Context: an optimization exercise on an open-source flow, tuned for small area. The choices shown serve that exercise and are no tape-out recipe. Function was checked by simulation only, so behaviour that the tests miss may differ from the original. Power and IR drop assume default switching activity.

==> design/flow/design.v <==
module decodeAndMap(drawX, drawY, drawColour, WE, resetn, clock, shapeselect, inputColour, vs_n, rotateX, rotateY, rotateZ, invert, pitch, roll, yaw, doneShape);
    input clock, resetn, vs_n, invert, rotateX, rotateY, rotateZ;
    input [1:0] shapeselect;
    input [2:0] inputColour;
    output [8:0] drawX, drawY;
    output [2:0] drawColour;
    output WE;
    output [7:0] pitch, roll, yaw;
    output doneShape;
    function [12:0] rca;
        input [11:0] a, b;
        input ci;
        integer k;
        reg c;
        begin
            c = ci;
            for (k = 0; k < 12; k = k + 1) begin
                rca[k] = a[k] ^ b[k] ^ c;
                c = (a[k] & b[k]) | (a[k] & c) | (b[k] & c);
            end
            rca[12] = c;
        end
    endfunction
    localparam S_CLEAR = 4'd0, S_PAIR = 4'd1, S_W1 = 4'd2, S_W2 = 4'd3,
               S_NEG = 4'd4, S_SWP = 4'd5, S_DRAW = 4'd6, S_ROTW = 4'd7,
               S_ROT = 4'd8, S_WAIT = 4'd9, S_WAIT2 = 4'd10, S_DONE = 4'd11;
    reg [3:0] st;
    reg [1:0] shp;
    reg lvs_n;
    wire restart = ~resetn | (shapeselect != shp);
    reg [3:0] bi, wi;
    wire bend = (bi == 4'd15);
    wire wend = (wi == 4'd11);
    reg load;
    reg [191:0] rx, ry, rz;
    reg [6:0] pq;
    wire [2:0] pa = pq[6:4], pb = pq[3:1];
    wire [2:0] vbit;
    wire edge_ab, ey;
    shapeTypeLUT lut(shp, wi, bi, pa, pb, pq[0], vbit, ey, edge_ab);
    wire [3:0] ea = {pa, pq[0]};
    wire [3:0] eb = {pb, ey};
    wire [12:0] bi_inc = rca({8'd0, bi}, 12'd0, 1'b1);
    wire [12:0] wi_inc = rca({8'd0, wi}, 12'd0, 1'b1);
    wire [3:0] nw = wend ? 4'd0 : wi_inc[3:0];
    wire [6:0] pc_inc = {pq[5:0], pq[6] ^ pq[5]};
    wire pair_last = (pq == 7'h40);
    reg [2:0] rs;         
    reg win;              
    reg wen;              
    wire sa, sb, coA, coB;
    wire [1:0] cA, cB;
    wire odd = rs[2] | (rs[1] & rs[0]);
    wire head = (wi[0] == odd);
    wire a0 = ry[0], a2 = ry[2], a6 = ry[6], a11 = ry[11];
    wire b0 = rz[0], b2 = rz[2], b6 = rz[6], b11 = rz[11];
    wire lt2 = ~bi[3] & ~bi[2] & ~bi[1];
    wire lt6 = ~bi[3] & ~(bi[2] & bi[1]);
    wire qA1 = head ? b0 : sb;
    wire qA4 = head ? (~lt2 & b2) : (lt2 ? b2 : sb);
    wire qA64 = head ? (~lt6 & b6) : (lt6 ? b6 : sb);
    wire pA = head ? a0 : sa;
    wire qB1 = head ? a0 : sa;
    wire qB4 = head ? (~lt2 & a2) : (lt2 ? a2 : sa);
    wire qB64 = head ? (~lt6 & a6) : (lt6 ? a6 : sa);
    wire pB = head ? b0 : sb;
    wire nA = ~invert;
    wire nB = invert;
    wire i0 = head & (bi == 4'd0);
    wire i11 = head & (bi == 4'd11);
    wire [1:0] cinA = i0 ? {1'b1, nA} : cA;
    wire [1:0] cinB = i0 ? {1'b1, nB} : cB;
    wire oA1 = qA64 ^ nA, oA2 = ~(qA4 ^ nA), oA3 = qA1 ^ nA, oA4 = ~pA;
    wire oB1 = qB64 ^ nB, oB2 = ~(qB4 ^ nB), oB3 = qB1 ^ nB, oB4 = ~pB;
    wire sA1 = oA1 ^ oA2 ^ oA3, kA1 = (oA1 & oA2) | (oA1 & oA3) | (oA2 & oA3);
    wire sA2 = sA1 ^ oA4 ^ cinA[0], kA2 = (sA1 & oA4) | (sA1 & cinA[0]) | (oA4 & cinA[0]);
    wire dA = sA2 & wen;
    wire [1:0] cAn = {kA1 & (kA2 | cinA[1]) | (kA2 & cinA[1]), kA1 ^ kA2 ^ cinA[1]};
    wire sB1 = oB1 ^ oB2 ^ oB3, kB1 = (oB1 & oB2) | (oB1 & oB3) | (oB2 & oB3);
    wire sB2 = sB1 ^ oB4 ^ cinB[0], kB2 = (sB1 & oB4) | (sB1 & cinB[0]) | (oB4 & cinB[0]);
    wire dB = sB2 & wen;
    wire [1:0] cBn = {kB1 & (kB2 | cinB[1]) | (kB2 & cinB[1]), kB1 ^ kB2 ^ cinB[1]};
    wire oinA = ~i11 & coA;
    wire oinB = ~i11 & coB;
    wire nbA = a11 ^ dA ^ oinA, coAn = (a11 & dA) | (a11 & oinA) | (dA & oinA);
    wire nbB = b11 ^ dB ^ oinB, coBn = (b11 & dB) | (b11 & oinB) | (dB & oinB);
    wire wact = win & (head ? (bi[3] & (bi[2] | (bi[1] & bi[0]))) : ~(bi[3] & (bi[2] | (bi[1] & bi[0]))));
    wire [2:0] rs_n = wend ? rs + 3'd1 : rs;
    wire odd_n = rs_n[2] | (rs_n[1] & rs_n[0]);
    wire next_head = (nw[0] == odd_n);
    wire [1:0] ax_n = (rs_n == 3'd0 || rs_n == 3'd3) ? 2'd0 : ((rs_n == 3'd1 || rs_n == 3'd4) ? 2'd1 : 2'd2);
    wire en_n = (ax_n == 2'd0) ? rotateX : ((ax_n == 2'd1) ? rotateY : rotateZ);
    reg [7:0] rp, rr, ry8;
    wire cc;
    wire upd0 = (st == S_ROT) & (rs == 3'd0) & ~wi[3] & ~wi[2] & ~wi[1];
    wire updP = upd0 & ~wi[0] & ~bi[3];
    wire updR = upd0 & ~wi[0] & bi[3];
    wire updY = upd0 & wi[0] & ~bi[3];
    wire lsb = (bi[2:0] == 3'd0);
    wire cen = (updP & rotateX) | (updR & rotateY) | (updY & rotateZ);
    wire csrc = updP ? rp[0] : (updR ? rr[0] : ry8[0]);
    wire co = cen & invert;
    wire ci = cen & (lsb ? ~invert : cc);
    wire csum = csrc ^ co ^ ci;
    wire ccn = (csrc & co) | (csrc & ci) | (co & ci);
    assign pitch = rp;
    assign roll = rr;
    assign yaw = ry8;
    reg [8:0] PX, PY, K, M, N;
    reg [9:0] H;
    assign {cc, coB, coA, cB, cA} = H[6:0];
    assign {sb, sa} = N[1:0];
    wire rot = (st == S_ROT);
    reg ltx, lty, ge, bx, by, fb;
    wire tx = rx[0], ty = ry[0];
    wire [8:0] Ex = {rx[0], rx[1], rx[2], rx[3], rx[4], rx[5], rx[6], rx[7], rx[8]};
    wire [8:0] Ey = {ry[0], ry[1], ry[2], ry[3], ry[4], ry[5], ry[6], ry[7], ry[8]};
    wire wEx = Ex[8] | (Ex[7] & Ex[6] & (Ex[5] | Ex[4] | (Ex[3] & (Ex[2] | Ex[1]))));    
    wire wSx = PX[8] | (PX[7] & PX[6] & (PX[5] | PX[4] | (PX[3] & (PX[2] | PX[1]))));
    wire wEy = Ey[8] | (Ey[7] & Ey[6] & Ey[5] & Ey[4] & (Ey[3] | Ey[2] | Ey[1]));       
    wire wSy = PY[8] | (PY[7] & PY[6] & PY[5] & PY[4] & (PY[3] | PY[2] | PY[1]));
    wire dxb = tx ^ K[0] ^ bx, bxn = (~tx & K[0]) | (~(tx ^ K[0]) & bx);
    wire dyb = ty ^ M[0] ^ by, byn = (~ty & M[0]) | (~(ty ^ M[0]) & by);
    wire ltx_n = (wEx ^ wSx) ? wEx : bxn;
    wire lty_n = (wEy ^ wSy) ? wEy : byn;
    wire nkb = K[0] ^ (ltx & bx);
    wire nmb = M[0] ^ (lty & by);
    wire swp0 = (bi == 4'd5);
    wire swp8 = (bi == 4'd13);
    wire swp9 = (bi == 4'd14);
    wire mjb = ge ? K[0] : M[0];
    wire mnb = ge ? M[0] : K[0];
    wire dkb = mjb ^ mnb ^ bx, bkn = (~mjb & mnb) | (~(mjb ^ mnb) & bx);
    wire hA = ~(swp8 | swp9) & (ge ? K[1] : M[1]);
    wire hB = swp9 | ~mnb;
    wire hC = swp0 ? mjb : by;
    wire hb = hA ^ hB ^ hC, hcn = (hA & hB) | (hA & hC) | (hB & hC);
    wire minor = H[9];
    wire drawing = (st == S_DRAW);
    wire [12:0] asum = rca({2'b00, H}, {2'b00, minor ? {1'b0, K} : ~{1'b0, M}}, ~minor);
    wire xinc = ~(ltx ^ lty);
    wire [12:0] pxs = rca({3'd0, PX}, {3'd0, {9{~xinc & drawing}}}, xinc | ~drawing);
    wire [12:0] pys = rca({3'd0, PY}, 12'd0, 1'b1);
    wire [12:0] nds = rca({3'd0, N}, 12'h1ff, 1'b0);
    wire mA = (wi == ea), mB = (wi == eb);
    wire cwin = bi[3] ? ~bi[2] : (bi[2] | (bi[1] & bi[0]));
    wire hit1 = cwin & (mA | mB);
    wire hit2 = cwin & (fb ? mA : mB);
    always @(posedge clock) begin
        lvs_n <= vs_n;
        rx <= {rx[190:12], wact ? nbA : rx[11], rx[10:1], load ? vbit[2] : rx[0], rx[191]};
        ry <= {ry[190:12], wact ? nbB : ry[11], ry[10:1], load ? vbit[1] : ry[0], ry[191]};
        rz <= {rz[190:12], wact ? rx[11] : rz[11], rz[10:1], load ? vbit[0] : rz[0], rz[191]};
        H[9:7] <= (st == S_SWP) ? {hb, H[9:8]} : asum[9:7];
        H[6:0] <= rot ? {ccn, coBn, coAn, cBn, cAn} : ((st == S_SWP) ? H[7:1] : asum[6:0]);
        N[8:2] <= ((st == S_SWP) & ~swp9) ? {mjb, N[8:3]} : nds[8:2];
        N[1:0] <= rot ? ((head & bend) ? {b0, a0} : {sb, sa}) :
                  (((st == S_SWP) & ~swp9) ? N[2:1] : nds[1:0]);
        rp <= {(updP ? csum : rp[0]) & ~load, rp[7:1]};
        rr <= {(updR ? csum : rr[0]) & ~load, rr[7:1]};
        ry8 <= {(updY ? csum : ry8[0]) & ~load, ry8[7:1]};
        bx <= 1'b0;
        by <= 1'b0;
        if (restart) begin
            st <= S_CLEAR;
            shp <= shapeselect;
            bi <= 4'd0;
            wi <= 4'd0;
            load <= 1'b1;
            PX <= 9'd352;
            PY <= 9'd392;
            win <= 1'b0;
        end else begin
            bi <= bi_inc[3:0];
            if (bend) wi <= nw;
            if (load & bend & wend) load <= 1'b0;
            case (st)
                S_CLEAR: begin
                    if (PX == 9'd159) begin
                        PX <= 9'd352;
                        if (PY == 9'd119) begin
                            st <= S_PAIR;
                            pq <= 7'h01;
                        end else
                            PY <= pys[8:0];
                    end else
                        PX <= pxs[8:0];
                end
                S_PAIR: begin
                    if (edge_ab) begin
                        if (bi == 4'd2) st <= S_W1;
                    end
                    else if (pair_last)
                        st <= S_ROTW;
                    else
                        pq <= pc_inc;
                end
                S_W1: begin
                    if (hit1) begin
                        K <= {tx, K[8:1]};
                        M <= {ty, M[8:1]};
                        fb <= mB;
                        if (bi == 4'd11) begin
                            PX <= Ex;
                            PY <= Ey;
                            st <= S_W2;
                        end
                    end
                end
                S_W2: begin
                    if (hit2) begin
                        K <= {dxb, K[8:1]};
                        M <= {dyb, M[8:1]};
                        bx <= bxn;
                        by <= byn;
                        if (bi == 4'd11) begin
                            ltx <= ltx_n;
                            lty <= lty_n;
                            if (lty_n) begin
                                PX <= Ex;
                                PY <= Ey;
                            end
                            bx <= 1'b0;
                            by <= 1'b0;
                            ge <= 1'b1;
                            st <= S_NEG;
                        end
                    end
                end
                S_NEG: begin
                    K <= {nkb, K[8:1]};
                    M <= {nmb, M[8:1]};
                    bx <= bx | K[0];
                    by <= by | M[0];
                    if (nkb ^ nmb) ge <= nkb;
                    if (bi == 4'd4) begin
                        bx <= 1'b0;
                        st <= S_SWP;
                    end
                end
                S_SWP: begin
                    if (~swp9) begin
                        K <= {dkb, K[8:1]};
                        M <= {mnb, M[8:1]};
                    end
                    bx <= bkn;
                    by <= hcn;
                    if (swp9) st <= S_DRAW;
                end
                S_DRAW: begin
                    if (&N) begin
                        if (pair_last)
                            st <= S_ROTW;
                        else begin
                            st <= S_PAIR;
                            pq <= pc_inc;
                        end
                    end else begin
                        if (ge | minor) PX <= pxs[8:0];
                        if (~ge | minor) PY <= pys[8:0];
                    end
                end
                S_ROTW: begin
                    if (bend & wend) begin
                        st <= S_ROT;
                        rs <= 3'd0;
                        win <= 1'b1;
                        wen <= rotateX;
                    end
                end
                S_ROT: begin
                    if (bend) begin
                        rs <= rs_n;
                        if (next_head) begin
                            win <= (rs_n <= 3'd5);
                            wen <= en_n;
                        end else if (!head)
                            win <= 1'b0;
                        if (rs_n == 3'd6 && nw == 4'd1)
                            st <= S_WAIT;
                    end
                end
                S_WAIT: begin
                    if (lvs_n & ~vs_n) st <= S_WAIT2;
                end
                S_WAIT2: begin
                    if (bi[2:0] == 3'd7) st <= S_DONE;
                end
                default: begin  
                    st <= S_CLEAR;
                    PX <= 9'd352;
                    PY <= 9'd392;
                end
            endcase
        end
    end
    wire [12:0] sx = rca({3'd0, PX}, 12'd160, 1'b0);
    wire [12:0] sy = rca({3'd0, PY}, 12'd120, 1'b0);
    assign drawX = sx[8:0];
    assign drawY = sy[8:0];
    assign WE = (st == S_CLEAR) | (drawing & (PX != 9'd352) & (PY != 9'd392));
    assign drawColour = drawing ? inputColour : 3'd0;
    assign doneShape = (st == S_DONE);
endmodule
module shapeTypeLUT (
    input wire [1:0] shapeselect,
    input wire [3:0] vi,       
    input wire [3:0] bi,       
    input wire [2:0] pa,       
    input wire [2:0] pb,       
    input wire x,
    output reg [2:0] vbit,     
    output wire y,             
    output reg edge_ab         
);
    always @(*) begin
        case ({shapeselect, vi, bi})
            10'd1: vbit = 3'd1;
            10'd5: vbit = 3'd1;
            10'd7: vbit = 3'd1;
            10'd8: vbit = 3'd1;
            10'd33: vbit = 3'd1;
            10'd34: vbit = 3'd1;
            10'd35: vbit = 3'd3;
            10'd36: vbit = 3'd3;
            10'd38: vbit = 3'd3;
            10'd39: vbit = 3'd2;
            10'd41: vbit = 3'd7;
            10'd42: vbit = 3'd7;
            10'd43: vbit = 3'd7;
            10'd44: vbit = 3'd7;
            10'd45: vbit = 3'd7;
            10'd46: vbit = 3'd7;
            10'd47: vbit = 3'd7;
            10'd65: vbit = 3'd1;
            10'd66: vbit = 3'd1;
            10'd67: vbit = 3'd3;
            10'd68: vbit = 3'd3;
            10'd70: vbit = 3'd3;
            10'd71: vbit = 3'd2;
            10'd73: vbit = 3'd7;
            10'd74: vbit = 3'd3;
            10'd75: vbit = 3'd3;
            10'd76: vbit = 3'd3;
            10'd77: vbit = 3'd3;
            10'd78: vbit = 3'd3;
            10'd79: vbit = 3'd3;
            10'd96: vbit = 3'd2;
            10'd97: vbit = 3'd3;
            10'd98: vbit = 3'd3;
            10'd99: vbit = 3'd3;
            10'd100: vbit = 3'd1;
            10'd102: vbit = 3'd3;
            10'd105: vbit = 3'd3;
            10'd106: vbit = 3'd1;
            10'd107: vbit = 3'd1;
            10'd108: vbit = 3'd1;
            10'd109: vbit = 3'd1;
            10'd110: vbit = 3'd1;
            10'd111: vbit = 3'd1;
            10'd265: vbit = 3'd1;
            10'd297: vbit = 3'd1;
            10'd298: vbit = 3'd1;
            10'd299: vbit = 3'd1;
            10'd300: vbit = 3'd1;
            10'd301: vbit = 3'd1;
            10'd302: vbit = 3'd1;
            10'd303: vbit = 3'd1;
            10'd329: vbit = 3'd2;
            10'd361: vbit = 3'd2;
            10'd362: vbit = 3'd2;
            10'd363: vbit = 3'd2;
            10'd364: vbit = 3'd2;
            10'd365: vbit = 3'd2;
            10'd366: vbit = 3'd2;
            10'd367: vbit = 3'd2;
            10'd393: vbit = 3'd4;
            10'd425: vbit = 3'd4;
            10'd426: vbit = 3'd4;
            10'd427: vbit = 3'd4;
            10'd428: vbit = 3'd4;
            10'd429: vbit = 3'd4;
            10'd430: vbit = 3'd4;
            10'd431: vbit = 3'd4;
            10'd521: vbit = 3'd7;
            10'd522: vbit = 3'd7;
            10'd523: vbit = 3'd7;
            10'd524: vbit = 3'd7;
            10'd525: vbit = 3'd7;
            10'd526: vbit = 3'd7;
            10'd527: vbit = 3'd7;
            10'd553: vbit = 3'd7;
            10'd554: vbit = 3'd6;
            10'd555: vbit = 3'd6;
            10'd556: vbit = 3'd6;
            10'd557: vbit = 3'd6;
            10'd558: vbit = 3'd6;
            10'd559: vbit = 3'd6;
            10'd585: vbit = 3'd7;
            10'd586: vbit = 3'd5;
            10'd587: vbit = 3'd5;
            10'd588: vbit = 3'd5;
            10'd589: vbit = 3'd5;
            10'd590: vbit = 3'd5;
            10'd591: vbit = 3'd5;
            10'd617: vbit = 3'd7;
            10'd618: vbit = 3'd3;
            10'd619: vbit = 3'd3;
            10'd620: vbit = 3'd3;
            10'd621: vbit = 3'd3;
            10'd622: vbit = 3'd3;
            10'd623: vbit = 3'd3;
            10'd569: vbit = 3'd7;
            10'd570: vbit = 3'd1;
            10'd571: vbit = 3'd1;
            10'd572: vbit = 3'd1;
            10'd573: vbit = 3'd1;
            10'd574: vbit = 3'd1;
            10'd575: vbit = 3'd1;
            10'd601: vbit = 3'd7;
            10'd602: vbit = 3'd2;
            10'd603: vbit = 3'd2;
            10'd604: vbit = 3'd2;
            10'd605: vbit = 3'd2;
            10'd606: vbit = 3'd2;
            10'd607: vbit = 3'd2;
            10'd537: vbit = 3'd7;
            10'd633: vbit = 3'd7;
            10'd634: vbit = 3'd4;
            10'd635: vbit = 3'd4;
            10'd636: vbit = 3'd4;
            10'd637: vbit = 3'd4;
            10'd638: vbit = 3'd4;
            10'd639: vbit = 3'd4;
            10'd777: vbit = 3'd4;
            10'd800: vbit = 3'd4;
            10'd801: vbit = 3'd2;
            10'd802: vbit = 3'd4;
            10'd803: vbit = 3'd2;
            10'd805: vbit = 3'd4;
            10'd806: vbit = 3'd6;
            10'd807: vbit = 3'd6;
            10'd808: vbit = 3'd2;
            10'd832: vbit = 3'd4;
            10'd833: vbit = 3'd2;
            10'd834: vbit = 3'd7;
            10'd835: vbit = 3'd2;
            10'd836: vbit = 3'd1;
            10'd837: vbit = 3'd5;
            10'd838: vbit = 3'd4;
            10'd839: vbit = 3'd7;
            10'd840: vbit = 3'd1;
            10'd864: vbit = 3'd5;
            10'd865: vbit = 3'd2;
            10'd866: vbit = 3'd7;
            10'd867: vbit = 3'd3;
            10'd869: vbit = 3'd4;
            10'd870: vbit = 3'd4;
            10'd871: vbit = 3'd6;
            10'd872: vbit = 3'd1;
            10'd873: vbit = 3'd2;
            10'd874: vbit = 3'd2;
            10'd875: vbit = 3'd2;
            10'd876: vbit = 3'd2;
            10'd877: vbit = 3'd2;
            10'd878: vbit = 3'd2;
            10'd879: vbit = 3'd2;
            10'd896: vbit = 3'd5;
            10'd897: vbit = 3'd3;
            10'd898: vbit = 3'd6;
            10'd899: vbit = 3'd2;
            10'd900: vbit = 3'd1;
            10'd901: vbit = 3'd5;
            10'd902: vbit = 3'd5;
            10'd903: vbit = 3'd7;
            10'd905: vbit = 3'd3;
            10'd906: vbit = 3'd3;
            10'd907: vbit = 3'd3;
            10'd908: vbit = 3'd3;
            10'd909: vbit = 3'd3;
            10'd910: vbit = 3'd3;
            10'd911: vbit = 3'd3;
            10'd928: vbit = 3'd4;
            10'd929: vbit = 3'd2;
            10'd930: vbit = 3'd7;
            10'd931: vbit = 3'd3;
            10'd933: vbit = 3'd4;
            10'd934: vbit = 3'd5;
            10'd935: vbit = 3'd6;
            10'd937: vbit = 3'd1;
            10'd938: vbit = 3'd1;
            10'd939: vbit = 3'd1;
            10'd940: vbit = 3'd1;
            10'd941: vbit = 3'd1;
            10'd942: vbit = 3'd1;
            10'd943: vbit = 3'd1;
            10'd793: vbit = 3'd4;
            10'd794: vbit = 3'd4;
            10'd795: vbit = 3'd4;
            10'd796: vbit = 3'd4;
            10'd797: vbit = 3'd4;
            10'd798: vbit = 3'd4;
            10'd799: vbit = 3'd4;
            10'd816: vbit = 3'd4;
            10'd817: vbit = 3'd6;
            10'd818: vbit = 3'd2;
            10'd819: vbit = 3'd4;
            10'd820: vbit = 3'd6;
            10'd821: vbit = 3'd2;
            10'd824: vbit = 3'd4;
            10'd825: vbit = 3'd6;
            10'd826: vbit = 3'd6;
            10'd827: vbit = 3'd6;
            10'd828: vbit = 3'd6;
            10'd829: vbit = 3'd6;
            10'd830: vbit = 3'd6;
            10'd831: vbit = 3'd6;
            10'd848: vbit = 3'd6;
            10'd849: vbit = 3'd6;
            10'd850: vbit = 3'd1;
            10'd851: vbit = 3'd5;
            10'd852: vbit = 3'd6;
            10'd853: vbit = 3'd2;
            10'd854: vbit = 3'd3;
            10'd856: vbit = 3'd6;
            10'd857: vbit = 3'd7;
            10'd858: vbit = 3'd7;
            10'd859: vbit = 3'd7;
            10'd860: vbit = 3'd7;
            10'd861: vbit = 3'd7;
            10'd862: vbit = 3'd7;
            10'd863: vbit = 3'd7;
            10'd880: vbit = 3'd5;
            10'd881: vbit = 3'd7;
            10'd883: vbit = 3'd4;
            10'd884: vbit = 3'd7;
            10'd885: vbit = 3'd3;
            10'd886: vbit = 3'd3;
            10'd887: vbit = 3'd1;
            10'd888: vbit = 3'd6;
            10'd889: vbit = 3'd5;
            10'd890: vbit = 3'd5;
            10'd891: vbit = 3'd5;
            10'd892: vbit = 3'd5;
            10'd893: vbit = 3'd5;
            10'd894: vbit = 3'd5;
            10'd895: vbit = 3'd5;
            10'd912: vbit = 3'd5;
            10'd913: vbit = 3'd6;
            10'd914: vbit = 3'd1;
            10'd915: vbit = 3'd5;
            10'd916: vbit = 3'd6;
            10'd917: vbit = 3'd2;
            10'd918: vbit = 3'd2;
            10'd920: vbit = 3'd7;
            10'd921: vbit = 3'd4;
            10'd922: vbit = 3'd4;
            10'd923: vbit = 3'd4;
            10'd924: vbit = 3'd4;
            10'd925: vbit = 3'd4;
            10'd926: vbit = 3'd4;
            10'd927: vbit = 3'd4;
            10'd944: vbit = 3'd6;
            10'd945: vbit = 3'd6;
            10'd946: vbit = 3'd1;
            10'd947: vbit = 3'd4;
            10'd948: vbit = 3'd7;
            10'd949: vbit = 3'd3;
            10'd950: vbit = 3'd2;
            10'd951: vbit = 3'd1;
            10'd952: vbit = 3'd7;
            10'd953: vbit = 3'd6;
            10'd954: vbit = 3'd6;
            10'd955: vbit = 3'd6;
            10'd956: vbit = 3'd6;
            10'd957: vbit = 3'd6;
            10'd958: vbit = 3'd6;
            10'd959: vbit = 3'd6;
            default: vbit = 3'd0;
        endcase
    end
    wire [2:0] d = pb - pa;
    wire plt = pa < pb;
    wire sgi = (pa != 3'd0) & ((d == 3'd2) | (d == 3'd3));
    assign y = x ^ (shapeselect[1] & (shapeselect[0] ? sgi : (pa != 3'd0)));
    always @(*) begin
        case (shapeselect)
            2'd0: edge_ab = plt & ~pb[2] & ~x;
            2'd1: edge_ab = plt & (pb < 3'd6) & ~x & (pa[2:1] != pb[2:1]);
            2'd2: edge_ab = plt & ~pb[2];
            default: edge_ab = plt & (pb < 3'd6);
        endcase
    end
endmodule
==> design/flow/run.sh <==
#!/bin/bash
# synth_recipe.tcl (not shown) runs the flow's synth.tcl, then flattens the netlist and writes it again
# the make line also repeats each setting of config.mk as NAME=value (left out here)
make -C /OpenROAD-flow-scripts/flow DESIGN_CONFIG=/design/flow/config.mk WORK_HOME=/design/flow/orfs CLKGATE_MAP_FILE= SYNTH_SCRIPT=/design/flow/synth_recipe.tcl finish
==> design/flow/config.mk <==
export PLATFORM = sky130hd
export DESIGN_NAME = decodeAndMap
export DESIGN_NICKNAME = decodeAndMap
export VERILOG_FILES = /design/flow/design.v
export SDC_FILE = /design/flow/constraint.sdc
export NUM_CORES = 8
export LEC_CHECK = 0
export CAP_MARGIN = 30
export CORE_MARGIN = 2
export CORE_UTILIZATION = 70
export CTS_BUF_LIST = sky130_fd_sc_hd__clkbuf_16
export CTS_CLUSTER_DIAMETER = 100
export CTS_CLUSTER_SIZE = 31
export SLEW_MARGIN = 20
==> design/flow/constraint.sdc <==
create_clock -name core_clock -period 12.0 [get_ports {clock}]
set_input_delay 2.4000 -clock core_clock [delete_from_list [all_inputs] [get_ports {clock}]]
set_output_delay 2.4000 -clock core_clock [all_outputs]
set_load 0.01 [all_outputs]
==> run notes, run 1 <==
STA:
- On the final layout, the worst clock skew is 25.04 ps.
- The number of hold violations in the final report was 0.
- In this run the tightest slew margin relative to its limit is 0.3894.
- The final critical delay including setup and external delays is 5902 ps.
- The setup total negative slack is 0 ps.
- The fmax is 169.4 MHz.
- The final setup violation count is 0.
- The count of pins over their slew limit was 0.
- Setup repair after global routing left no endpoint under its margin.
- The pin slew with the least headroom to its limit is 908.9 ps.
- The post-route fraction of the period consumed by the critical path is 0.4918.

Cells and area:
- The register area is 14160 µm².
- The final standard cell count with taps included and fillers excluded is 1910.
- The final layout contains 1612 nets.
- The layout cell share with drive strength beyond 1 is 0.03513.
- The finished cells cover 20990 µm².
- The library cell used most frequently in the layout, excluding fill and tap cells, is sky130_fd_sc_hd__dfxtp_1.
- The synthesis-to-layout area growth is 8.073%.
- The number of filler instances in the final layout is 1538.
- Summing all multi-input logic gate instances after layout gives 4697 µm².
- Leaving out fill and tap cells, the most frequent cells in the layout are sky130_fd_sc_hd__dfxtp_1 (652), sky130_fd_sc_hd__nor2_1 (92), sky130_fd_sc_hd__nand2_1 (88).

Pwr:
- Summed over all cells, the static leakage comes to 8.347 nW.
- IR analysis of the VDD net gives a maximum drop of 0.2181 mV.
- The power density relative to cell area is 178.9 nW/µm².

Logic synthesis:
- Among all flip-flop cells after synthesis, the most frequent one is sky130_fd_sc_hd__dfxtp_1.
- For this run, the register share of the synthesized area comes to 0.7293.
- The cell area after synthesis is 19420 µm².
- The number of instances in the synthesized netlist is 1501.
- The distinct cell type count after synthesis is 75.
- The share of synthesized area in the top cell type comes to 0.6721.
- The async set-or-reset flop fraction in the synthesized netlist is 0.
- The average cell area after synthesis is 12.94 µm².
- In the post-synthesis netlist, the biggest area contributors are sky130_fd_sc_hd__dfxtp_1 (67%), sky130_fd_sc_hd__edfxtp_1 (5.7%), sky130_fd_sc_hd__fa_1 (2.9%).
- The synthesized design contains 689 register bits.
- The number of enable flip-flop cells after synthesis is 37.
- The total number of yosys warnings is 2.
- The library cell with the largest summed area after synthesis is sky130_fd_sc_hd__dfxtp_1.
- The number of nets in the synthesized netlist is 1582.

Clock network:
- The clock net sink count is 689.
- The root buffer cell chosen for the clock tree is sky130_fd_sc_hd__clkbuf_16.
- The count of H-tree levels built during CTS is 1.
- The count of cells resized by post-cts repair is 0.
- The clock tree from TritonCTS is yes.
- Clock latency on the worst-skew pair, taken at its later pin, is 600 ps.
- The clock input transition at the sequential cells of the worst setup and hold paths is 110 ps.
- The total setup buffers inserted after CTS is 0.
- The clock passes through at most 3 buffers.
- After clock tree synthesis, the flow added hold-fix buffers numbering 0.
- Counting the buffers created by CTS gives 26.

Placement:
- Input and output buffers added on the ports amount to 58.
- The wire-length estimate of the detail-placed layout is 22010 µm.
- The congestion estimate from routability-driven global placement came to 0.8834.
- The number of instances in the placed design is 1874.
- The total cell area at the placement stage is 20250 µm².

Floorplanning:
- The floorplan step defined a core boundary enclosing 27100 µm².
- The die covers 29090 µm².
- Pin placement for this block handled 59 I/O pins.
- The initial core utilization is 0.7166.
- The vertical extent of the die is 170.6 µm.
- The initialized floorplan defines 60 standard-cell rows.
- The width of the die is 170.6 µm.

Global route:
- The leftover overflow at the end of global routing is 0.
- The first-pass GRT wire length is 57120 µm.
- The total track usage is 0.2529.
- The initial antenna violation count came to 3.
- The largest net degree at the start of global routing is 36.
- The via count of the first global-routing pass is 10380.

Route:
- The total iterations of the first detailed-routing run is 9.
- The starting DRC count in detailed routing is 795.
- The remaining antenna violation count after routing is 0.
- The detailed-route vias per instance is 5.521.
- The average wire per standard cell is 18.86 µm.
- After detailed routing, the number of remaining DRC violations is 0.
- The final routed wirelength across all metal layers is 36020 µm.
- The total number of vias is 10550.

Worst setup path:
- The worst register-to-register path has a depth of 11.
- The arrival time at the worst endpoint is 3500 ps.
- The worst register-to-register path ends at H[8]$_DFF_P_.
- The worst reg2reg path startpoint is H[9]$_DFF_P_.
- The element type at the critical path end is an output pin.
- The critical path data required time is 9600 ps.
- The worst register-to-register path has a setup slack of 6850 ps.
- The type of the worst setup path is in2out.
- The critical path startpoint category is an input port.
- In this run the worst path has a maximum fanout of 1.

Hold path:
- The worst hold path terminates at ry[84]$_DFF_P_.
- The startpoint identified for the worst hold timing path is ry[83]$_DFF_P_.
- The worst hold path was traced through 0 stages.
- The path class of the lowest-slack min-delay path is reg2reg.

Run status:
- The flow ran to the end and the layout has no timing, DRC or antenna violations.

Job:
- The max-capacitance violation count is 0.
kinds of logic (layout without fill, tap and decap cells):
kind of cell / count (synthesis) / count (layout) / share of synthesized area
AO/OA/AOI/OAI: 233 / 233 / 0.07924
XOR/XNOR: 41 / 41 / 0.01849
adder cells (fa/ha/maj): 70 / 70 / 0.05579
buffers and inverters: 140 / 176 / 0.02951
flip-flops: 689 / 689 / 0.7293
multiplexers: 26 / 26 / 0.01372
other: 0 / 1 / 0
AND/OR/NAND/NOR: 302 / 302 / 0.07396
through the flow:
step / hold slack [ps] / worst slack [ps] / utilization / total power [mW]
floorplan: 309.6 / 7054 / - / 2.628
detailed placement: 312.1 / 6090 / 0.7473 / 2.702
finish: 324.9 / 6098 / 0.7745 / 3.756
CTS: 319.8 / 6088 / 0.7742 / 3.768
global route: 333.5 / 6044 / 0.7745 / 3.874
global placement: 310.5 / 6103 / 0.7469 / 2.680
area by class of cell:
class                   instances  share of cell area
well taps                     372             0.02218
inverters                      73             0.01306
clock buffers                  26             0.03100
multi-input cells             672              0.2238
diodes                          1           0.0001192
repair buffers                 69             0.03136
flip-flops and latches        689              0.6748
clock inverters                 8            0.003696
cell usage after synthesis (9+ instances only):
cell and number:
sky130_fd_sc_hd__o211ai_1 12, sky130_fd_sc_hd__o21ai_0 44, sky130_fd_sc_hd__ha_1 41, sky130_fd_sc_hd__a31oi_1 11, sky130_fd_sc_hd__nor2b_1 17, sky130_fd_sc_hd__buf_1 9
sky130_fd_sc_hd__and2_1 9, sky130_fd_sc_hd__a211oi_1 26, sky130_fd_sc_hd__edfxtp_1 37, sky130_fd_sc_hd__nand2b_1 14, sky130_fd_sc_hd__xnor2_1 24, sky130_fd_sc_hd__fa_1 28
sky130_fd_sc_hd__nor2_1 92, sky130_fd_sc_hd__mux2i_1 24, sky130_fd_sc_hd__nor3_1 21, sky130_fd_sc_hd__clkbuf_1 36, sky130_fd_sc_hd__a22oi_1 12, sky130_fd_sc_hd__xor2_1 17
sky130_fd_sc_hd__a21oi_1 66, sky130_fd_sc_hd__buf_2 13, sky130_fd_sc_hd__inv_1 72, sky130_fd_sc_hd__nand3_1 21, sky130_fd_sc_hd__dfxtp_1 652, sky130_fd_sc_hd__nand2_1 88
power breakdown:
| group | switching [mW] | internal [mW] |
|---|---|---|
| clock network | 0.655 | 0.404 |
| logic | 0.160 | 0.117 |
| registers | 0.0488 | 2.37 |
| total | 0.863 | 2.89 |
worst max-delay path, cell delays in order:
cell,delay (ps)
sky130_fd_sc_hd__clkdlybuf4s50_1,460
sky130_fd_sc_hd__and2_1,110
sky130_fd_sc_hd__clkdlybuf4s50_1,530
layer usage:
layer,track usage,vias up,routed length (µm)
met5,0,-,13
li1,-,5049,-
met2,0.4202,345,17350
met3,0.03794,68,1894
met1,0.3458,5081,15720
met4,0.08027,2,1040
registers in the layout, indices dropped and copies added, names as in the netlist, 7 cells and up:
signal and cells:
H 10, K 9, M 9, N 9, PX 9, PY 9
pq 7, rp 8, rr 8, rx 192, ry 192, ry8 8
rz 192
worst max path at each step:
| stage | from | end | cells past startpoint |
|---|---|---|---|
| after global placement | inputColour[2] | drawColour[2] | 3 |
| final | inputColour[1] | drawColour[1] | 3 |
| after detailed placement | inputColour[2] | drawColour[2] | 3 |
| after global routing | inputColour[2] | drawColour[2] | 3 |
| after CTS | inputColour[1] | drawColour[1] | 3 |
| after floorplan | inputColour[0] | drawColour[0] | 1 |
==> inputs of run 2 (changes only) <==
--- a/design/flow/config.mk
+++ b/design/flow/config.mk
@@ -6,4 +6,5 @@
 export NUM_CORES = 8
 export LEC_CHECK = 0
+export ABC_AREA = 1
 export CAP_MARGIN = 30
 export CORE_MARGIN = 2
@@ -11,4 +12,4 @@
 export CTS_BUF_LIST = sky130_fd_sc_hd__clkbuf_16
 export CTS_CLUSTER_DIAMETER = 100
-export CTS_CLUSTER_SIZE = 31
+export CTS_CLUSTER_SIZE = 30
 export SLEW_MARGIN = 20
==> run 2 against run 1 <==
Against the previous run:
- global-route usage rose by 0.77 points
- critical path depth rose by 1
- sequential share of layout area is 0.10 points lower
- clock skew about the same
- cell count is 7.6% higher
- synthesized cell count rose by 7.9%
- final area up 0.15%
- still clean
- flip-flop and latch count is the same
- sequential power is essentially flat
- area after synthesis decreased by 0.21%
- critical endpoint is now drawColour[2]
==> run notes, run 2 <==
Worst setup path:
- The worst setup path is captured at an output pin.
- The endpoint of the lowest-slack register-to-register path is H[8]$_DFF_P_.
- The dominant delay contributor by cell family on the critical path is buffers and inverters.
- The signal on the critical path passes through clkdlybuf4s50_1, inv_1, nor2_1, clkdlybuf4s50_1.
- STA classifies the critical path startpoint as an input port.
- The worst setup path is of the in2out kind.
- For this design, the slowest cell found on the critical path is sky130_fd_sc_hd__clkdlybuf4s50_1.
- The most common cell type on the critical path is sky130_fd_sc_hd__clkdlybuf4s50_1.
- The critical path data required time is 9600 ps.
- The largest fanout on the critical path is 1.
- The buffer and inverter count on the worst path is 3.
- The number of cells on the worst reg-to-reg path is 12.
- The largest single stage delay on the critical path is 540 ps.
- STA puts the critical path data arrival time at 3530 ps.
- The worst reg2reg path startpoint is H[9]$_DFF_P_.
- Across all register-to-register paths, the minimum setup slack is 7130 ps.

Floorplanning:
- The die covers 29030 µm².
- The core outline area is 27100 µm².
- The count of standard-cell rows is 60.
- From bottom edge to top edge, the die measures 170.4 µm.
- The initial core utilization is 0.7151.
- The width of the die is 170.4 µm.
- Pin placement for this block handled 59 I/O pins.

Job:
- Max-cap violations in this run came to 0.

STA:
- The clock arrives with 25.27 ps of skew.
- Static timing analysis puts the maximum clock frequency at 168.6 MHz.
- In this run the tightest slew margin relative to its limit is 0.4757.
- Of the available clock period, the critical path in the final layout requires 0.4943.
- Setup repair after global routing left no endpoint under its margin.
- The setup total negative slack is 0 ps.
- The worst path needs 5932 ps of the cycle, external delays included.
- The final setup violation count is 0.
- For the pin with the worst max-slew slack, the measured transition is 786.4 ps.
- The number of hold violations in the final report was 0.
- The count of pins over their slew limit came to 0.

Clock network:
- The clock tree root buffer cell is sky130_fd_sc_hd__clkbuf_16.
- Clock-pin slew was measured on the worst setup and hold paths at 100 ps.
- The insertion delay to the later sink of the worst-skew pair is 590 ps.
- Hold repair after CTS inserted 0 buffers.
- The count of cells resized by post-cts repair is 0.
- In this run the number of H-tree levels came out at 1.
- The clock tree from TritonCTS is yes.
- TritonCTS created 27 clock buffers.
- The maximum number of buffers from clock root to sink is 3.
- The clock net sink count is 689.
- Buffers added to address setup during post-CTS repair amount to 0.

Hold path:
- The worst hold path startpoint is rx[115]$_DFF_P_.
- The worst hold path was traced through 0 stages.
- The path class of the lowest-slack min-delay path is reg2reg.
- For hold timing, the worst endpoint is rx[116]$_DFF_P_.

Cells and area:
- Measured on the finished design, the core utilization comes to 0.7757.
- The library cell used most frequently in the layout, excluding fill and tap cells, is sky130_fd_sc_hd__dfxtp_1.
- The layout cell share with drive strength beyond 1 is 0.05879.
- The largest registers in the layout are rx x192, ry x192, rz x192.
- The area growth from synthesis to layout is 8.463%.
- In the final design database the tool counted 1759 nets.
- Leaving out fill and tap cells, the most frequent cells in the layout are sky130_fd_sc_hd__dfxtp_1 (652), sky130_fd_sc_hd__nand2_1 (214), sky130_fd_sc_hd__inv_1 (145).
- The number of antenna diodes in the final layout is 0.

Route:
- For this block, the routed nets add up to 36430 µm of wire.
- The highest layer touched by signal routing is met4.
- The routed length on met1 is 16030 µm.
- Summed over all nets, wire length on met2 after detailed routing comes to 17440 µm.
- The starting DRC count in detailed routing is 923.
- Dividing the detail-routed wire length by the instance count gives 17.72 µm.
- After detailed routing, the number of remaining DRC violations is 0.
- In this run the remaining antenna-violating nets after routing total 0.
- Summing over every cut layer, the via total after detailed routing is 10790.
- The total iterations of the first detailed-routing run is 6.
- Dividing the detail-routed via count by the number of cells gives 5.247.
- The met3 wire length is 1970 µm.

Global route:
- The via count of the first global-routing pass is 10830.
- Global routing finished with a remaining overflow of 0.
- The largest net degree at the start of global routing is 32.
- Across every metal layer, demand over resource in global routing totals 0.2606.
- The first global-routing pass estimated 58660 µm of wire.
- The initial antenna violation count is 0.

Logic synthesis:
- Counting flops with an async set or reset pin after synthesis yields a share of 0.
- Each instance of the synthesized netlist takes up on average 11.96 µm².
- Of the total synthesized cell area, the portion taken by AND, OR, NAND and NOR gates is 0.1034.
- The synthesized design contains 37 enable-type register cells.
- The share of the Yosys chip area taken by registers is 0.7308.
- By area, the combinational part of the netlist is dominated by simple AND/OR/NAND/NOR gates.
- The commonest cells after synthesis are sky130_fd_sc_hd__dfxtp_1 (652), sky130_fd_sc_hd__nand2_1 (214), sky130_fd_sc_hd__inv_1 (140).
- The netlist uses 52 different library cells.
- The xor and xnor area share after synthesis is 0.01214.
- Of the total synthesized cell area, the portion taken by full adders, half adders and majority gates is 0.05539.
- The cell area after synthesis is 19380 µm².
- Ranked by total cell area, the synthesized netlist is headed by sky130_fd_sc_hd__dfxtp_1 (67%), sky130_fd_sc_hd__edfxtp_1 (5.7%), sky130_fd_sc_hd__nand2_1 (4.1%).
- The area share of the largest cell type after synthesis is 0.6735.
- The most frequent cell after synthesis is sky130_fd_sc_hd__dfxtp_1.
- After synthesis the netlist holds a flip-flop and latch count of 689.
- The total number of yosys warnings is 2.
- In the synthesized netlist the dominant register cell turns out to be sky130_fd_sc_hd__dfxtp_1.
- The mux cell area share after synthesis is 0.0005165.
- The number of instances in the synthesized netlist is 1620.
- The number of nets in the synthesized netlist is 1701.
- The synthesized-area fraction occupied by ao, oa, aoi and oai cells is 0.05688.
- The library cell with the largest summed area after synthesis is sky130_fd_sc_hd__dfxtp_1.

Run status:
- The run finished with no timing, DRC or antenna violations.

Placement:
- The count of port buffers added during placement is 58.
- Detailed placement finished with a half-perimeter wire length of 22890 µm.
- At the end of routability-driven placement, the weighted congestion stood at 0.9281.

Pwr:
- VDD sags by at most 0.1314 mV.
- The static leakage is 8.842 nW.
- The power density relative to cell area is 180.3 nW/µm².
-- run 2: cell types whose count changed after synthesis, sizes merged, moves of 14 or more --
cell,change
a211oi,-22
a21oi,-15
clkbuf,-24
inv,+82
mux2i,-23
nand2,+139
nand2b,-14
nand3,+33
nor2,+38
nor2b,-17
o21ai,+53
-- run 2: cell families after synthesis --
family          count (synthesis)
simple gates                  448
mux                             1
compound gates                196
xor+xnor                       26
fa+ha+maj                      69
flops                         689
buf+inv                       191
-- run 2: how the worst max path moves through the flow --
| stage | endpoint | depth (start not counted) | from | slack, ps |
|---|---|---|---|---|
| CTS | drawColour[1] | 4 | inputColour[1] | 6060 |
| detailed placement | drawColour[1] | 4 | inputColour[1] | 6080 |
| floorplan | drawColour[0] | 2 | inputColour[0] | 7010 |
| global route | drawColour[0] | 4 | inputColour[0] | 6000 |
| global placement | drawColour[1] | 4 | inputColour[1] | 6080 |
| finish | drawColour[2] | 4 | inputColour[2] | 6070 |
-- run 2: layer usage --
layer	global-route usage	vias to the layer above
met2	0.4373	349
met1	0.3630	5107
li1	-	5261
met5	0	-
met4	0.06577	0
met3	0.03326	70
-- run 2: power breakdown --
| part | switching, mW | internal (mW) | total [mW] |
|---|---|---|---|
| logic | 0.170 | 0.109 | 0.279 |
| registers | 0.0456 | 2.38 | 2.43 |
| clock network | 0.663 | 0.420 | 1.08 |
| total | 0.878 | 2.91 | 3.79 |
-- run 2: cell type report --
cell class              count  area, µm²
well taps                 372      465.4
clock inverters             8      80.08
flip-flops and latches    689      14160
fillers                  1603       6080
clock buffers              27      675.6
repair buffers             63      618.1
multi-input cells         740       4429
inverters                 157      589.3
-- run 2: metrics by stage --
stage	area (µm²)	power (mW)	cells	setup slack [ps]	hold WS [ps]
2_1_floorplan	19380	2.649	1620	7009	309.6
3_3_place_gp	20260	2.703	2020	6075	309.6
3_5_place_dp	20270	2.735	2021	6078	312.1
4_1_cts	21020	3.803	2056	6064	330.1
5_1_grt	21020	3.929	2056	5998	335.9
6_report	21020	3.790	2056	6068	331.0
-- run 2: worst reg2reg max path: cells and delay by family (launching register included) --
kind / cells / cell delay, ps
adder cells (fa/ha/maj): 9 / 3750
AO/OA/AOI/OAI: 2 / 270
flip-flops: 1 / 350
buffers and inverters: 1 / 400
==> inputs of run 3 (changes only) <==
--- a/design/flow/config.mk
+++ b/design/flow/config.mk
@@ -6,5 +6,4 @@
 export NUM_CORES = 8
 export LEC_CHECK = 0
-export ABC_AREA = 1
 export CAP_MARGIN = 30
 export CORE_MARGIN = 2
==> run 3 against run 2 <==
Against the previous run:
- setup slack better by 30 ps
- clock power about the same
- via count down 2.4%
- core utilization down 0.21 points
- sequential share of layout area up 0.18 points
- sequential power about the same
- largest power group unchanged
==> run notes, run 3 <==
Worst setup path:
- The worst setup path is captured at an output pin.
- Traced cell by cell, the critical path runs through clkdlybuf4s50_1, and2_1, clkdlybuf4s50_1.
- The worst register-to-register path ends at H[8]$_DFF_P_.
- The slowest cell on the critical path is sky130_fd_sc_hd__clkdlybuf4s50_1.
- The biggest cell delay along the critical path is 530 ps.
- The startpoint identified for the worst register-to-register timing path is H[9]$_DFF_P_.
- Of all nets on the critical path, the largest fanout is 1.
- For the worst flop-to-flop path, the logic depth is 11.
- At the worst endpoint, the required time is 9600 ps.
- The type of the worst setup path is in2out.
- The worst setup path is launched from an input port.
- Data arrives at the worst endpoint at 3500 ps.
- The most common cell type on the critical path is sky130_fd_sc_hd__clkdlybuf4s50_1.
- The internal reg-to-reg setup slack is 6930 ps.

Global route:
- The largest net degree at the start of global routing is 36.
- The initial antenna violation count is 2.
- After global routing the overflow that remains totals 0.
- The total track usage is 0.2573.
- The first global-routing pass estimated 58020 µm of wire.
- The via count of the first global-routing pass is 10570.

Cells and area:
- The largest registers in the layout are rx x192, ry x192, rz x192.
- Once layout is complete, the cells apart from fillers number 1909.
- The synthesis-to-layout area growth is 7.950%.
- The leading cell type in the layout, fill and taps excluded is sky130_fd_sc_hd__dfxtp_1.
- The layout cell share with drive strength beyond 1 is 0.03383.
- The number of nets at the end of the flow is 1612.
- The library cells used most frequently in the layout, excluding fill and tap cells, are sky130_fd_sc_hd__dfxtp_1 (652), sky130_fd_sc_hd__nor2_1 (92), sky130_fd_sc_hd__nand2_1 (88).
- 0 antenna diodes ended up in the layout.

STA:
- The pin slew with the least headroom to its limit is 896.4 ps.
- Summed over all failing endpoints, the final setup total negative slack is 0 ps.
- The worst slew margin relative to its limit is 0.3938.
- Setup violations remaining at the end of the flow were counted as 0.
- The minimum setup slack in the final design is 6098 ps.
- Subtracting the final worst setup slack from the clock period gives 5902 ps.
- Static timing analysis puts the maximum clock frequency at 169.4 MHz.
- The final setup skew is 20.70 ps.
- In the finished design, the share of the clock period the worst path needs comes to 0.4918.
- Setup repair after global routing left no endpoint under its margin.
- The count of pins over their slew limit is 0.
- The number of hold violations in the final report was 0.

Route:
- After detailed routing, the number of remaining DRC violations is 0.
- The final routed wirelength across all metal layers is 36610 µm.
- The remaining antenna violation count after routing is 0.
- The total iterations of the first detailed-routing run is 5.
- The starting DRC count in detailed routing is 826.
- The average wire per standard cell is 19.18 µm.
- After detailed routing, the number of vias per cell comes to 5.517.
- Across all layers, the routed design uses 10530 vias.

Floorplanning:
- From left edge to right edge, the die measures 170.6 µm.
- The die covers 29090 µm².
- From bottom edge to top edge, the die measures 170.6 µm.
- The floorplan has 60 rows.
- The number of placed I/O pins is 59.
- After floorplanning, the core was sized to cover 27100 µm².
- The initial core utilization is 0.7166.

Logic synthesis:
- The Yosys step of the flow raised 2 warnings.
- The register bit total from synthesis is 689.
- The cell area after synthesis is 19420 µm².
- Synthesis instantiated 75 different standard cells from the library.
- The leading register cell type out of synthesis is sky130_fd_sc_hd__dfxtp_1.
- sky130_fd_sc_hd__dfxtp_1 takes more of the synthesized area than any other cell.
- The area share of the largest cell type after synthesis is 0.6721.
- The async set-or-reset flop fraction in the synthesized netlist is 0.
- Ranked by total cell area, the synthesized netlist is headed by sky130_fd_sc_hd__dfxtp_1 (67%), sky130_fd_sc_hd__edfxtp_1 (5.7%), sky130_fd_sc_hd__fa_1 (2.9%).
- Of the synthesized area, sequential elements account for 0.7293.
- sky130_fd_sc_hd__dfxtp_1 is the most common cell in the netlist.
- The commonest cells after synthesis are sky130_fd_sc_hd__dfxtp_1 (652), sky130_fd_sc_hd__nor2_1 (92), sky130_fd_sc_hd__nand2_1 (88).
- The number of nets in the synthesized netlist is 1582.
- The number of enable flip-flop cells after synthesis is 37.
- In the synthesized netlist, the number of instances is 1501.
- The average cell area after synthesis is 12.94 µm².

Placement:
- The count of port buffers added during placement is 58.
- The number of instances in the placed design is 1874.
- The wire-length estimate of the detail-placed layout is 22010 µm.
- The weighted congestion at the end of routability-driven global placement is 0.8834.
- The pre-CTS worst setup slack is 6090 ps.

Clock network:
- In this run the number of H-tree levels came out at 1.
- The total setup buffers inserted after CTS is 0.
- The clock tree from TritonCTS is yes.
- In this run, CTS created clock tree buffers numbering 26.
- For this design, the CTS-stage hold fixing added 0 buffers.
- The clock drives 689 sinks.
- The tree is rooted in a sky130_fd_sc_hd__clkbuf_16.
- The clock input transition at the sequential cells of the worst setup and hold paths is 120 ps.
- The longest clock path from root to sink contains 3 buffers.
- Once the clock tree was built, the resizer swapped 0 gates to a different size.
- The clock reaches the later pin of the worst-skew pair after 600 ps.

Hold path:
- The destination of the worst hold path is ry[67]$_DFF_P_.
- The worst hold path startpoint is ry[66]$_DFF_P_.
- The path class of the lowest-slack min-delay path is reg2reg.
- The worst hold path depth is 0.

Pwr:
- Dividing total power by cell area gives a power density of 178.6 nW/µm².
- The worst IR drop on VDD is 0.1730 mV.
- For this design the static power due to leakage is 8.344 nW.

Run status:
- The flow ran to the end and the layout has no timing, DRC or antenna violations.

Job:
- The tool flagged a number of max-cap violations equal to 0.
## run 3: worst max-delay path by stage
stage              startpoint       endpoint  slack, ps  cells past startpoint
2_1_floorplan  inputColour[0]  drawColour[0]       7050                      1
3_3_place_gp   inputColour[2]  drawColour[2]       6100                      3
3_5_place_dp   inputColour[2]  drawColour[2]       6090                      3
4_1_cts        inputColour[1]  drawColour[1]       6090                      3
5_1_grt        inputColour[2]  drawColour[2]       6040                      3
6_report       inputColour[1]  drawColour[1]       6100                      3
## run 3: worst max-delay path: cells and delay by family
| family | cells | cell delay (ps) |
|---|---|---|
| buffers and inverters | 2 | 990 |
| and+or+nand+nor | 1 | 110 |
## run 3: cells by family (layout without fill, tap and decap cells)
group | count (synthesis) | in the layout | synth area share
xor+xnor | 41 | 41 | 0.01849
compound gates | 233 | 233 | 0.07924
fa+ha+maj | 70 | 70 | 0.05579
flops | 689 | 689 | 0.7293
simple gates | 302 | 302 | 0.07396
mux | 26 | 26 | 0.01372
buf+inv | 140 | 176 | 0.02951
## run 3: layout make-up
cell class,instances,area [µm²]
Timing Repair Buffer,69,658.1
Multi-Input combinational cell,672,4697
Inverter,73,274.0
Sequential cell,689,14160
Tap cell,372,465.4
Fill cell,1536,6136
Clock buffer,26,650.6
Clock inverter,8,56.30
## run 3: power breakdown
group	total [mW]	leakage (nW)	switching, mW	internal [mW]
registers	2.42	5.69	0.0475	2.37
clock network	1.05	0.369	0.655	0.399
logic	0.272	2.28	0.156	0.116
## run 3: metal layers
layer  part of all wire  track usage  up-vias
met4              0.027      0.07655        0
met3              0.063      0.04835       72
met2               0.47       0.4214      367
met5                  0            0        -
li1                   -            -     5038
met1               0.44       0.3530     5054
## run 3: through the flow
stage                     total power, mW  utilization  instance area (µm²)  hold WS [ps]
after CTS                           3.759       0.7734                20960         320.3
after global placement              2.680       0.7469                20240         310.5
after floorplan                     2.628            -                19420         309.6
after detailed placement            2.702       0.7473                20250         312.1
final                               3.744       0.7736                20970         316.0
after global routing                3.859       0.7736                20970         323.1

==> port drivers added, routing unchanged <==
Ports are ideal in the flow. The routed layouts listed here were re-timed in OpenROAD.
Step 1: set_driving_cell puts a clkbuf_16 on clock and a buf_2 on each other input, an assumption about the parent block.
Step 2 moves the port delays by t, midway between the first and last clock arrival at a register: inputs arrive t later, outputs are due t later. That takes back most of the time a late clock gives input paths.
Slacks: ideal ports / drivers / drivers and shift; pairs: ideal ports / drivers.
run	t (ns)	setup slack, ns	latest minus earliest clock arrival (ns)
run 1	0.641	6.098 / 6.067 / 6.067	0.028 / 0.027
run 2	0.626	6.068 / 6.046 / 6.046	0.025 / 0.026
run 3	0.643	6.098 / 6.067 / 6.067	0.029 / 0.028
After both steps every run listed still meets setup and hold.
